This is an optimization exercise on Yosys and OpenROAD, whose aim is small area and a short achievable clock period, not a production implementation. Only simulation tests tie the RTL to the original design; equivalence was not proved. No driver is modelled on the clock port, so clock power and skew are understated where the tree is cut down; a real chip needs a root buffer or a tree. Power figures rest on the tool's default switching activity, not on a simulated workload.

==> flow/design.v <==
module HW(clk, rst, din, do0, do1, do2, count, di0, mo);
    input clk;
    input rst;
    input [49:0] din;
    output reg [9:0] do0;
    output reg [9:0] do1;
    output reg [9:0] do2;
    output [6:0] count;
    output [29:0] di0;
    output [89:0] mo;
    reg [3:0] cnt;
    assign count = {3'b000, cnt};
    reg [29:0] x012;      
    reg [19:0] x34;       
    reg [89:0] hist;      
    reg [9:0] d0, d1, d2;
    reg [8:0] e0, e1, e2;
    assign di0 = x012;
    assign mo = hist;
    wire [9:0] x0 = x012[9:0];
    wire [9:0] x1 = x012[19:10];
    wire [9:0] x2 = x012[29:20];
    wire [9:0] x3 = x34[9:0];
    wire [9:0] x4 = x34[19:10];
    always @(posedge clk, posedge rst) begin
        if (rst) begin
            cnt <= 4'd0;
            x012 <= 30'd0;
            x34 <= 20'd0;
            hist <= 90'd0;
            do0 <= 10'd0; do1 <= 10'd0; do2 <= 10'd0;
            d0 <= 10'd0; d1 <= 10'd0; d2 <= 10'd0;
            e0 <= 9'd0; e1 <= 9'd0; e2 <= 9'd0;
        end else begin
            cnt <= (cnt == 4'd10) ? 4'd0 : cnt + 4'd1;
            x012 <= din[29:0];
            x34 <= din[49:30];
            hist <= {hist[59:0], x012};
            do0 <= {x0[7:0], 2'b00} + {x1[7:0], 2'b00} + {x2[7:0], 2'b00} + d0 + {d0[8:0], 1'b0} + {e0, 1'b0};
            do1 <= {x1[7:0], 2'b00} + {x2[7:0], 2'b00} + {x3[7:0], 2'b00} + d1 + {d1[8:0], 1'b0} + {e1, 1'b0};
            do2 <= {x2[7:0], 2'b00} + {x3[7:0], 2'b00} + {x4[7:0], 2'b00} + d2 + {d2[8:0], 1'b0} + {e2, 1'b0};
            d0 <= x0 + x1 + x2;
            d1 <= x1 + x2 + x3;
            d2 <= x2 + x3 + x4;
            e0 <= d0[8:0];
            e1 <= d1[8:0];
            e2 <= d2[8:0];
        end
    end
endmodule
Settings: LEC_CHECK=0, CAP_MARGIN=20, CORE_MARGIN=2, CORE_UTILIZATION=40, SLEW_MARGIN=20, BUFFER_PORTS_ARGS=-buffer_cell sky130_fd_sc_hd__buf_1, SYNTH_ARGS=-noabc, SETUP_SLACK_MARGIN=6.25, MYCTS_N=12, MYCTS_ROOTS=4, MYCTS_CELL=sky130_fd_sc_hd__clkbuf_16, MYCTS_ROOTCELL=sky130_fd_sc_hd__clkbuf_8, MYCTS_NLATE=2, MYCTS_LATE=^do, MYCTS_DLYCELL=sky130_fd_sc_hd__clkbuf_4, PRE_CTS_TCL=/design/flow/flow/pre_cts.tcl; clock period 9.0 ns.
standard.sh (not shown) runs the stock make flow with config.mk's settings and CLKGATE_MAP_FILE= SYNTH_SCRIPT=/design/flow/synth_recipe.tcl, a recipe that flattens the netlist after the stock synthesis.
==> flow/flow/run.sh <==
#!/bin/bash
# Layout flow: the standard ORFS flow, with extra ORFS settings from flow/extra.mk
# appended to config.mk (smaller port buffers, repair targets) and a flat two-level
# clock tree built by flow/mycts.tcl in place of TritonCTS (flow/pre_cts.tcl).
# Each tool's output goes to a log file in this folder.
set -euo pipefail
here=$(pwd)
cat "$here/flow/extra.mk" >> "$here/config.mk"
echo "export PRE_CTS_TCL = $here/flow/pre_cts.tcl" >> "$here/config.mk"
bash "$here/standard.sh" > "$here/orfs_make.log" 2>&1
==> flow/flow/extra.mk <==
export BUFFER_PORTS_ARGS = -buffer_cell sky130_fd_sc_hd__buf_1
export SYNTH_ARGS = -noabc
export SETUP_SLACK_MARGIN = 6.25
export MYCTS_N = 12
export MYCTS_ROOTS = 4
export MYCTS_CELL = sky130_fd_sc_hd__clkbuf_16
export MYCTS_ROOTCELL = sky130_fd_sc_hd__clkbuf_8
export MYCTS_NLATE = 2
export MYCTS_LATE = ^do
export MYCTS_DLYCELL = sky130_fd_sc_hd__clkbuf_4
==> flow/flow/mycts.tcl <==
# Flat clock tree in place of TritonCTS.
#  - The flip-flops are split into clusters (balanced k-means on their placed locations);
#    each cluster is driven by one leaf buffer (MYCTS_CELL).
#  - Flip-flops whose names match MYCTS_LATE (the output registers of the filter sums)
#    form their own clusters, whose leaf buffers are fed through one more buffer
#    (MYCTS_DLYCELL): useful skew for the register-to-register paths that end there.
#  - The clock port drives MYCTS_ROOTS root buffers (MYCTS_ROOTCELL), each feeding a
#    share of the leaf (and delay) buffers.
proc envor {name def} { expr {[info exists ::env($name)] ? $::env($name) : $def} }
set nbuf     [envor MYCTS_N 12]
set nlate    [envor MYCTS_NLATE 0]
set latepat  [envor MYCTS_LATE ""]
set bufcell  [envor MYCTS_CELL sky130_fd_sc_hd__clkbuf_16]
set dlycell  [envor MYCTS_DLYCELL sky130_fd_sc_hd__clkbuf_4]
set nroot    [envor MYCTS_ROOTS 4]
set rootcell [envor MYCTS_ROOTCELL sky130_fd_sc_hd__clkbuf_8]
set block [ord::get_db_block]
set dbu [$block getDbUnitsPerMicron]
set clknet [$block findNet clk]

proc center {inst} {
  set bb [$inst getBBox]
  list [expr {([$bb xMin] + [$bb xMax]) / 2.0}] [expr {([$bb yMin] + [$bb yMax]) / 2.0}]
}

# Balanced k-means: returns a list of k lists of indexes into pts ({x y} pairs).
proc kmeans {pts k} {
  set n [llength $pts]
  if {$k <= 1} { set all {}; for {set i 0} {$i < $n} {incr i} { lappend all $i }; return [list $all] }
  set cx 0; set cy 0
  foreach p $pts { set cx [expr {$cx + [lindex $p 0]}]; set cy [expr {$cy + [lindex $p 1]}] }
  set cx [expr {$cx / $n}]; set cy [expr {$cy / $n}]
  set ang {}
  set i 0
  foreach p $pts { lappend ang [list [expr {atan2([lindex $p 1] - $cy, [lindex $p 0] - $cx)}] $i]; incr i }
  set ang [lsort -real -index 0 $ang]
  set cent {}
  for {set c 0} {$c < $k} {incr c} {
    set p [lindex $pts [lindex [lindex $ang [expr {int(($c + 0.5) * $n / $k)}]] 1]]
    lappend cent [list [expr {($cx + [lindex $p 0]) / 2.0}] [expr {($cy + [lindex $p 1]) / 2.0}]]
  }
  set cap [expr {int(ceil(1.0 * $n / $k)) + 2}]
  for {set iter 0} {$iter < 30} {incr iter} {
    set pairs {}
    for {set i 0} {$i < $n} {incr i} {
      set p [lindex $pts $i]
      for {set c 0} {$c < $k} {incr c} {
        set q [lindex $cent $c]
        lappend pairs [list [expr {abs([lindex $p 0] - [lindex $q 0]) + abs([lindex $p 1] - [lindex $q 1])}] $i $c]
      }
    }
    set pairs [lsort -real -index 0 $pairs]
    set cnt [lrepeat $k 0]
    array unset asg
    foreach pr $pairs {
      lassign $pr dd i c
      if {[info exists asg($i)] || [lindex $cnt $c] >= $cap} continue
      set asg($i) $c
      lset cnt $c [expr {[lindex $cnt $c] + 1}]
    }
    set groups [lrepeat $k {}]
    for {set i 0} {$i < $n} {incr i} { lset groups $asg($i) [concat [lindex $groups $asg($i)] $i] }
    set cent {}
    foreach g $groups {
      set sx 0; set sy 0
      foreach i $g { set sx [expr {$sx + [lindex [lindex $pts $i] 0]}]; set sy [expr {$sy + [lindex [lindex $pts $i] 1]}] }
      set m [expr {max([llength $g], 1)}]
      lappend cent [list [expr {$sx / $m}] [expr {$sy / $m}]]
    }
  }
  return $groups
}

# Insert one buffer of cell on net clk driving pins (list of {inst mterm}); returns its output net.
proc drive {cell pins name} {
  set block [ord::get_db_block]
  set dbu [$block getDbUnitsPerMicron]
  set sx 0; set sy 0; set sp {}
  foreach p $pins {
    lassign $p iname mname
    set inst [$block findInst $iname]
    lassign [center $inst] x y
    set sx [expr {$sx + $x}]; set sy [expr {$sy + $y}]
    lappend sp [get_pins "$iname/$mname"]
  }
  set m [llength $pins]
  insert_buffer -buffer_cell $cell -net clk -load_pins $sp \
    -location [list [expr {$sx / $m / $dbu}] [expr {$sy / $m / $dbu}]] -buffer_name $name -net_name ${name}_net
  lassign [lindex $pins 0] iname mname
  set net [[[$block findInst $iname] findITerm $mname] getNet]
  $net setSigType CLOCK
  set drv [$net getFirstOutput]
  puts "MYCTS $name ([[[$drv getInst] getMaster] getName]) drives $m pins at [expr {$sx / $m / $dbu}] [expr {$sy / $m / $dbu}]"
  return [list [[$drv getInst] getName] A]
}

set normal {}; set late {}
foreach it [$clknet getITerms] {
  set inst [$it getInst]
  set pin [list [$inst getName] [[$it getMTerm] getName]]
  if {$latepat ne "" && $nlate > 0 && [regexp $latepat [$inst getName]]} { lappend late $pin } else { lappend normal $pin }
}
puts "MYCTS sinks: [llength $normal] normal, [llength $late] late"

set tops {}
foreach {sinks k tag} [list $normal $nbuf leaf $late $nlate late] {
  if {[llength $sinks] == 0} continue
  set pts {}
  foreach p $sinks { lappend pts [center [$block findInst [lindex $p 0]]] }
  set c 0
  set leafpins {}
  foreach g [kmeans $pts $k] {
    if {[llength $g] == 0} continue
    set pins {}
    foreach i $g { lappend pins [lindex $sinks $i] }
    lappend leafpins [drive $bufcell $pins myclk${tag}_$c]
    incr c
  }
  if {$tag eq "late"} {
    lappend tops [drive $dlycell $leafpins myclkdly]
  } else {
    set tops [concat $tops $leafpins]
  }
}

if {$nroot > 0} {
  set pts {}
  foreach p $tops { lappend pts [center [$block findInst [lindex $p 0]]] }
  set r 0
  foreach g [kmeans $pts $nroot] {
    if {[llength $g] == 0} continue
    set pins {}
    foreach i $g { lappend pins [lindex $tops $i] }
    drive $rootcell $pins myclkroot_$r
    incr r
  }
}
$clknet setSigType CLOCK
global_connect
set_propagated_clock [all_clocks]
Other scripts of this flow, unchanged in this note and not shown: flow/flow/pre_cts.tcl
The starting point produced a clean layout.
Then changed:
==> flow/flow/extra.mk (replaced) <==
export BUFFER_PORTS_ARGS = -buffer_cell sky130_fd_sc_hd__buf_1
export SYNTH_ARGS = -noabc
export SETUP_SLACK_MARGIN = 6.0
export MYCTS_N = 12
export MYCTS_ROOTS = 4
export MYCTS_CELL = sky130_fd_sc_hd__clkbuf_16
export MYCTS_ROOTCELL = sky130_fd_sc_hd__clkbuf_16
export MYCTS_NLATE = 2
export MYCTS_LATE = ^do
export MYCTS_DLYCELL = sky130_fd_sc_hd__clkbuf_8
Settings changed: MYCTS_DLYCELL sky130_fd_sc_hd__clkbuf_4 to sky130_fd_sc_hd__clkbuf_8, MYCTS_ROOTCELL sky130_fd_sc_hd__clkbuf_8 to sky130_fd_sc_hd__clkbuf_16, SETUP_SLACK_MARGIN 6.25 to 6.0.
Die area is unchanged.
Routed wire length shrinks by 3.4%.
Global-route usage came out lower by 0.57 points.
Then changed:
==> flow/flow/extra.mk (replaced) <==
export BUFFER_PORTS_ARGS = -buffer_cell sky130_fd_sc_hd__buf_1
export SYNTH_ARGS = -noabc
export SETUP_SLACK_MARGIN = 6.0
export MYCTS_N = 12
export MYCTS_ROOTS = 4
export MYCTS_CELL = sky130_fd_sc_hd__clkbuf_16
export MYCTS_ROOTCELL = sky130_fd_sc_hd__clkbuf_8
export MYCTS_NLATE = 2
export MYCTS_LATE = ^do
export MYCTS_DLYCELL = sky130_fd_sc_hd__clkbuf_4
Settings changed: MYCTS_DLYCELL sky130_fd_sc_hd__clkbuf_8 to sky130_fd_sc_hd__clkbuf_4, MYCTS_ROOTCELL sky130_fd_sc_hd__clkbuf_16 to sky130_fd_sc_hd__clkbuf_8.
Utilization decreases by 0.33 points.
Combinational power decreases slightly.
Die area stays the same.
Register-to-register slack is about the same.
Power decreases slightly.
Routed wire length stays flat.
Via count stays flat.
Then changed:
--- a/flow/flow/extra.mk
+++ b/flow/flow/extra.mk
@@ -9,2 +9,2 @@
 export MYCTS_LATE = ^do
-export MYCTS_DLYCELL = sky130_fd_sc_hd__clkbuf_4
+export MYCTS_DLYCELL = sky130_fd_sc_hd__clkbuf_8
Settings changed: MYCTS_DLYCELL sky130_fd_sc_hd__clkbuf_4 to sky130_fd_sc_hd__clkbuf_8.
Result: Final area came out higher by 0.72%; sequential share of layout area decreases by 0.33 points; setup slack got worse by 0.013 ns; power climbs by 3.3%; wire length is higher by 0.58%; die area does not change.
No run of this note takes its clock network from TritonCTS; it comes from the design's own scripts or RTL.

-- re-timing with driven ports --
Ports are ideal in the flow. The routed layouts listed here were re-timed in OpenROAD. Step 1 assumes that a clkbuf_16 drives the clock port and a buf_2 every other input. Step 2 also shifts input and output timing later by t, the mid clock arrival at the registers, as if the neighbouring blocks saw the same clock. a / b / c = ideal ports / drivers / drivers and shift; a / b = the first two.
| run | t, ns | setup WS [ns] | clock arrival spread, ns | worst register clock-pin slew, ns | worst slew at a driven data input, ns |
|---|---|---|---|---|---|
| the first run | 0.491 | 6.064 / 6.030 / 6.011 | 0.262 / 0.262 | 0.08 / 0.08 | 0.05 |
| the second run | 0.455 | 6.057 / 6.043 / 5.810 | 0.178 / 0.179 | 0.09 / 0.09 | 0.04 |
| the third run | 0.479 | 6.055 / 6.048 / 5.805 | 0.222 / 0.222 | 0.09 / 0.09 | 0.04 |
| the fourth run | 0.461 | 6.042 / 5.965 / 5.821 | 0.184 / 0.184 | 0.09 / 0.09 | 0.04 |
After both steps setup and hold are still met in every run listed. For the third run, which loses most, drivers alone change the setup slack by -0.007 ns; drivers and shift together by -0.250 ns. Setup slack includes reset recovery checks.
